This is an optimization exercise on Yosys and OpenROAD, whose aim is small area, not a production implementation.
For this run, only the layout was checked, not whether the RTL still works.

### design/flow/flow/run.sh
#!/bin/bash
# The standard layout (standard.sh: the standard flow's synthesis and ORFS flow) with two
# changes: the port buffers are the smallest buffer (buf_1), and clock tree
# synthesis uses larger sink clusters and no dummy loads.
set -e
export BUFFER_PORTS_ARGS="-buffer_cell sky130_fd_sc_hd__buf_1"
export CTS_ARGS="-sink_clustering_enable -repair_clock_nets -sink_clustering_size 30 -sink_clustering_max_diameter 100 -buf_list sky130_fd_sc_hd__clkbuf_16 -dont_use_dummy_load"
bash standard.sh > standard.log 2>&1
### design/flow/standard.sh
#!/bin/bash
# synth_recipe.tcl (not shown) runs the flow's synth.tcl, then flattens the netlist and writes it again
# the make line also repeats each setting of config.mk as NAME=value (left out here)
make -C /OpenROAD-flow-scripts/flow DESIGN_CONFIG=/design/flow/config.mk WORK_HOME=/design/flow/orfs CLKGATE_MAP_FILE= SYNTH_SCRIPT=/design/flow/synth_recipe.tcl "${@:-finish}"
### design/flow/config.mk
export PLATFORM = sky130hd
export DESIGN_NAME = mac_addr
export DESIGN_NICKNAME = mac_addr
export VERILOG_FILES = /design/flow/design.v
export SDC_FILE = /design/flow/constraint.sdc
export NUM_CORES = 4
export LEC_CHECK = 0
export CAP_MARGIN = 20
export CORE_MARGIN = 2
export CORE_UTILIZATION = 50
export SLEW_MARGIN = 20
### design/flow/constraint.sdc
create_clock -name core_clock -period 10.0 [get_ports {sys_clk}]
set_input_delay 2.0000 -clock core_clock [delete_from_list [all_inputs] [get_ports {sys_clk}]]
set_output_delay 2.0000 -clock core_clock [all_outputs]
set_load 0.01 [all_outputs]
### design/flow/design.v
module crc_10(
  input  [47:0] data_in,
  output [3:0]  crc_out);
  assign crc_out[0] =   ^(data_in & 48'h46b7d98b821f);
  assign crc_out[1] = ~(^(data_in & 48'hcbd86a9c8621));
  assign crc_out[2] =   ^(data_in & 48'h97b0d5390c42);
  assign crc_out[3] =   ^(data_in & 48'h2f61aa721884);
endmodule
module mac_table_ram (
    input  wire        clk,
    input  wire        rst_n,
    input  wire [3:0]  idx,        
    input  wire [47:0] mac,        
    input  wire [2:0]  port,       
    input  wire        we,         
    input  wire        pv_age,     
    input  wire        pv_snap,    
    input  wire        pv_use_snap,  
    input  wire        flag_we,    
    input  wire        port_cap,   
    output wire        rd_valid,   
    output reg  [2:0]  rd_port,    
    input  wire        age,        
    input  wire [3:0]  age_addr
);
localparam W = 47;   
wire [43:0] key = {mac[47:8], mac[4], mac[2:0]};
wire [3:0]  ext = {mac[7], mac[6], mac[5], mac[3]};
reg  [16*W-1:0] ring;
reg  [3:0]      pos;
reg  [3:0]      ext15;
reg  [15:0]     valid;
reg  [15:0]     seen;
wire [3:0] slot = pos - idx;
wire [2:0] tsel = {slot == 4'd10, slot == 4'd5, slot == 4'd0};
wire [W-1:0] cur = ({W{tsel[0]}} & ring[ 0*W +: W]) |
                   ({W{tsel[1]}} & ring[ 5*W +: W]) |
                   ({W{tsel[2]}} & ring[10*W +: W]);
wire rd_seen = seen[idx];
assign rd_valid = valid[idx];
wire pv = pv_use_snap ? pv_snap : (pv_age ? rd_seen : rd_valid);
wire match = (cur[43:0] == key) && (idx != 4'd15 || ext15 == ext);
wire [2:0] new_port = (pv && match) ? cur[46:44] : port;
wire [2:0] wr = {3{we}} & tsel;
integer x;
always @(posedge clk) begin
    for (x = 0; x < 16; x = x + 1) begin
        if ((x == 0 && wr[0]) || (x == 5 && wr[1]) || (x == 10 && wr[2]))
            ring[((x + 1) % 16)*W +: W] <= {new_port, key};
        else
            ring[((x + 1) % 16)*W +: W] <= ring[x*W +: W];
    end
    if (we && |tsel && idx == 4'd15)
        ext15 <= ext;
end
always @(posedge clk or negedge rst_n) begin
    if (!rst_n)
        pos <= 4'd0;
    else
        pos <= pos + 4'd1;
end
reg [2:0] slot_port;
always @(*) begin
    slot_port = 3'd0;
    for (x = 0; x < 16; x = x + 1)
        if (slot == x)
            slot_port = ring[x*W + 44 +: 3];
end
always @(posedge clk)
    if (port_cap)
        rd_port <= slot_port;
wire [15:0] sel  = 16'd1 << idx;
wire [15:0] asel = 16'd1 << age_addr;
always @(posedge clk or negedge rst_n) begin
    if (!rst_n) begin
        valid <= 16'd0;
        seen  <= 16'd0;
    end else begin
        for (x = 0; x < 16; x = x + 1) begin
            if (flag_we && sel[x]) begin
                valid[x] <= 1'b1;
                seen[x]  <= 1'b1;
            end else if (age && asel[x]) begin
                valid[x] <= seen[x];
                seen[x]  <= 1'b0;
            end
        end
    end
end
endmodule
module mac_addr#(
    parameter OLD_TIME = 16'd1500,
    parameter AW = 4, 
    parameter TABLE_END = 10'd1 << AW 
)
(
    input wire sys_clk,
    input wire sys_rst_n,
    input wire mac_addr_en,
    input wire [47:0] D_mac,
    input wire [47:0] S_mac,
    input wire [2:0] S_port_num,
    output wire [2:0] D_port_num,
    output wire D_port_num_en,
    output wire flooding
);
localparam [3:0] IDLE = 4'd0, HASH = 4'd1, S1 = 4'd2, S2 = 4'd3, S3 = 4'd4,
                 FLOOD = 4'd5, W1 = 4'd6, W2 = 4'd7, W3 = 4'd8, W4 = 4'd9;
reg [3:0] st;
reg [3:0] st_nx;
reg       vsnap;         
wire bcast = &D_mac;
wire start_bc = (st == IDLE) && mac_addr_en && bcast;
always @(*) begin
    case (st)
        IDLE:    st_nx = mac_addr_en ? (bcast ? FLOOD : HASH) : IDLE;
        S3:      st_nx = vsnap ? W1 : FLOOD;
        W4:      st_nx = IDLE;
        default: st_nx = st + 4'd1;
    endcase
end
always @(posedge sys_clk or negedge sys_rst_n) begin
    if (!sys_rst_n)
        st <= IDLE;
    else
        st <= st_nx;
end
assign flooding      = (st == FLOOD);
assign D_port_num_en = (st == S3) && vsnap;
wire        dphase = (st == HASH) || (st == S1);
wire [3:0]  h;
crc_10 crc_10_inst(
    .data_in (dphase ? D_mac : S_mac),
    .crc_out (h)
);
wire [3:0] idx = (!dphase && bcast) ? 4'd15 : h;
reg  [1:0] sub;
reg  [9:0] grp;
wire [9:0] grp1 = grp + 10'd1;
wire [9:0] grp2 = grp + 10'd2;
always @(posedge sys_clk or negedge sys_rst_n) begin
    if (!sys_rst_n) begin
        sub <= 2'd0;
        grp <= 10'd508;
    end else if (sub == 2'd2) begin
        sub <= 2'd0;
        grp <= (grp == 10'd1023) ? 10'd508 : grp1;
    end else
        sub <= sub + 2'd1;
end
wire age = (&grp[9:4]) && (sub == 2'd2);
wire in_w = (st == W1) || (st == W2) || (st == W3) || (st == W4);
wire wwin = start_bc || (st == S2) || (st == S3) || (st == FLOOD) || in_w;
reg  [2:0] d;
reg  [1:0] n_w;
always @(*) begin
    case (st)
        IDLE:    begin d = 3'd5;              n_w = 2'd2; end
        S2:      begin d = vsnap ? 3'd5 : 3'd6; n_w = vsnap ? 2'd2 : 2'd3; end
        S3:      begin d = vsnap ? 3'd4 : 3'd5; n_w = vsnap ? 2'd1 : 2'd2; end
        FLOOD:   begin d = 3'd4;              n_w = 2'd1; end
        W1:      begin d = 3'd3;              n_w = 2'd0; end
        W2:      begin d = 3'd2;              n_w = 2'd0; end
        W3:      begin d = 3'd1;              n_w = 2'd0; end
        default: begin d = 3'd0;              n_w = 2'd0; end
    endcase
end
wire [3:0] u = {1'b0, d} + {2'b00, sub};
reg  [1:0] j;
reg        hit12;
always @(*) begin
    case (u)
        4'd0, 4'd1: begin j = 2'd0; hit12 = 1'b1; end
        4'd3, 4'd4: begin j = 2'd1; hit12 = 1'b1; end
        4'd6, 4'd7: begin j = 2'd2; hit12 = 1'b1; end
        default:    begin j = 2'd0; hit12 = 1'b0; end
    endcase
end
wire [9:0] grp_j = (j == 2'd0) ? grp : (j == 2'd1) ? grp1 : grp2;
wire skip = hit12 && (&grp_j[9:4]) && (grp_j[3:0] == idx);
wire pv_age = (&grp[9:4]) && (grp[3:0] == idx) && ({1'b0, 2'd2 - sub} < {1'b0, n_w});
wire rd_valid;
always @(posedge sys_clk or negedge sys_rst_n) begin
    if (!sys_rst_n)
        vsnap <= 1'b0;
    else if (st == S1 || st == W1)
        vsnap <= rd_valid;
end
mac_table_ram mac_table_ram_inst (
    .clk         (sys_clk),
    .rst_n       (sys_rst_n),
    .idx         (idx),
    .mac         (S_mac),
    .port        (S_port_num),
    .we          (wwin && !skip),
    .pv_age      (pv_age),
    .pv_snap     (vsnap),
    .pv_use_snap ((st == W2) || (st == W3) || (st == W4)),
    .flag_we     ((st == W4) && !skip),
    .port_cap    (st == S1),
    .rd_valid    (rd_valid),
    .rd_port     (D_port_num),
    .age         (age),
    .age_addr    (grp[3:0])
);
endmodule
==> flow_summary.toml <==
[placed_design]
gp_congestion = 0.9810
dp_hpwl_microns = 46150
portBuffers = 106

[run]
maxCapViolations = 0

[timing]
slew_headroom_pct = 35.94
grt_setup_unrepaired = "false"
whs_ns = 0.2773
final-hold-violation-count = 0
tightest_slew_ns = 0.9609
totalNegativeSetupSlack_ns = 0
finalClockSkew_ns = 0.05881
slew_violations = 0
fin_crit_ns = 8.535
fmax_mhz = 117.2
setup_violations = 0
fin_crit_sh_pct = 85.35

[logic_synthesis]
syn_inst = 2029
yosysMostFrequentCell = "dfxtp_1"
ys_types = 91
yosysTopAreaCellShare_pct = 59.22
ys.flop_type = "dfxtp_1"
syn_area_sq_mm = 0.02542
synth_enable_flop_cells = 7
seq_area_frac_synth_pct = 65.30
synth_commonest_cells = "dfxtp_1, nand2_1, o21ai_0, mux2_2, nor2_1"
ys_warn_count = 2
synth_seq_cells = 812
yosysTopAreaCell = "dfxtp_1"
avgSynthCellArea_sq_um = 12.53
synthArstFlopShare_pct = 6.527
synth_nets = 2154
netlist_top_cells_area = "dfxtp_1, mux2_2, dfrtp_1"

[clock_tree]
cts_resized = 0
cts_inserted_buffers = 34
clock_latency_ns = 0.58
htreeDepth = 2
cts.path.max_buffers = 3
ctsHoldBuffers = 0
cts.sinks = 812
cts_tree = "done"
cts.root.buffer_cell = "clkbuf_16"
cts_setup_buffers = 0
clk_pin_slew_ns = 0.11

[worst_hold_path]
hp-class = "flip-flop to flip-flop"
min_from = "mac_table_ram_inst.ring[231]$_DFF_P_"

[route]
wirelength_microns = 63410
firstDrtPassIters = 6
drtIter0Drc = 1053
vias = 15300
wl_per_cell_microns = 22.73
vias_per_cell = 5.486
drc_errors = 0
ant_nets = 0

[worst_setup_path]
rrSetupSlack_ns = 2.34
path_class = "input port to flip-flop"
r2r-start = "st[0]$_DFF_PN0_"
crit_arrival_ns = 8.97
startpoint = "S_mac[19]"
worstSetupEndpointType = "flip-flop"
cp_data_required_time_ns = 10.43
cp-start-kind = "input port"
crit_path_max_fanout = 19

[floorplanning]
io_pins = 107
num_rows = 82
die_x_microns = 229.5
fp.dieArea_sq_mm = 0.05266
initial_utilization_pct = 50.67
die_h_microns = 229.5
core_area_sq_mm = 0.05017

[layout]
drive_above_1_share_pct = 12.01
nets = 2242
syn2layout_area_growth_pct = 8.096
fill_cells = 4292

[global_routing]
grt_pass1_vias = 14850
grt_max_degree = 61
grt_pass1_wl_microns = 94750
overflow = 0
grt_antenna_before_repair = 3
grt.total_usage_pct = 23.96

[status]
status = "complete, no violations"
==> kinds of logic (layout without fill, tap and decap cells) <==
group                    count (synthesis)  after routing  synth area share (%)
XOR/XNOR                               106            106                 5.739
AND/OR/NAND/NOR                        440            440                 8.500
buffers and inverters                  141            227                 2.402
other                                    0              2                     0
AO/OA/AOI/OAI                          328            328                 8.584
adder cells (fa/ha/maj)                 23             23                 1.191
multiplexers                           179            179                 8.288
flip-flops                             812            812                 65.30
==> registers in the layout, summed over array words and instances, names as in the netlist <==
register                    flops
mac_table_ram_inst.rd_port      3
mac_table_ram_inst.seen        16
mac_table_ram_inst.valid       16
mac_table_ram_inst.pos          4
vsnap                           1
mac_table_ram_inst.ring       752
sub                             2
st                              4
mac_table_ram_inst.ext15        4
grp                            10
==> critical path: stages <==
cell	delay (ns)
buf_1	0.20
xnor2_1	0.47
xnor3_1	0.53
xnor3_1	0.41
mux2i_2	0.15
buf_4	0.24
xnor2_1	0.20
nand2_1	0.12
ha_1	0.22
fa_2	0.85
buf_4	0.30
nand2b_1	0.13
nor2_2	0.62
a22oi_1	0.23
xnor2_1	0.16
or3_1	0.35
nor4_1	0.24
mux2i_1	0.13
a211o_1	0.34
nor4_4	0.31
and3_4	0.28
a311oi_2	0.13
mux2_1	0.32
==> cell usage in the layout (no fill, tap or decap), drive strengths merged, types with 46 or more instances in the layout <==
| master | instances |
|---|---|
| nand2 | 162 |
| inv | 46 |
| a21oi | 51 |
| nor2 | 69 |
| buf | 146 |
| mux2 | 120 |
| mux2i | 49 |
| dfrtp | 46 |
| dfxtp | 752 |
| nand3 | 49 |
| o21ai | 113 |
| xnor2 | 49 |
==> layer usage <==
layer | global-route usage (%) | wire [microns] | up-vias
li1 | - | - | 7245
met1 | 33.97 | 29780 | 7477
met2 | 38.01 | 28040 | 468
met3 | 3.698 | 3587 | 109
met4 | 7.062 | 1985 | 2
met5 | 0 | 10 | -
==> cell type report <==
class	instances	area (sq um)	area share [%]
clock buffers	34	850.8	3.096
multi-input cells	1076	8279	30.13
inverters	46	172.7	0.6283
repair buffers	147	732.0	2.664
well taps	672	840.8	3.060
flip-flops and latches	812	16600	60.41
diodes	2	5.005	0.01821
==> worst paths after layout <==
path                                                         to  cells past startpoint
hold / removal             mac_table_ram_inst.ring[278]$_DFF_P_                      0
setup reg to reg            mac_table_ram_inst.ring[91]$_DFF_P_                     22
hold reg to reg            mac_table_ram_inst.ring[278]$_DFF_P_                      0
max in group asynchronous                     vsnap$_DFFE_PN0P_                      2
min in group asynchronous                      sub[1]$_DFF_PN0_                      2
setup / recovery            mac_table_ram_inst.ring[91]$_DFF_P_                     23
==> per-stage QoR <==
stage	std cells	setup WS, ns	area [sq um]	util [%]
after floorplan	2029	2.298	25420	-
after global placement	2753	1.219	26620	53.07
after detailed placement	2753	1.051	26620	53.07
after CTS	2787	1.592	27480	54.76
after global routing	2787	1.103	27480	54.76
final	2789	1.465	27480	54.77

## what the ideal ports hide
In the flow no input, the clock included, has a driving cell. The finished layout below was timed again as built, in two steps.
Step 1 (the two cells are an assumption about what drives the block):
set clk [get_ports {sys_clk}]
set_driving_cell -lib_cell sky130_fd_sc_hd__clkbuf_16 $clk
set_driving_cell -lib_cell sky130_fd_sc_hd__buf_2 [delete_from_list [all_inputs] $clk]
Step 2, shift: input delay + t, output delay - t, t = (earliest + latest rising clock arrival at the registers) / 2. This alone moves slack from input paths to output paths.
Three values: ideal ports, drivers, drivers and shift; two values: the first two.
t (ns): 0.611
setup WS [ns]: 1.465 / 1.507 / 0.895
worst hold slack (ns): 0.277 / 0.277 / 0.277
After both steps this run still meets setup and hold. The setup slack of this run moves by +0.042 ns with the drivers and by -0.570 ns with both steps.
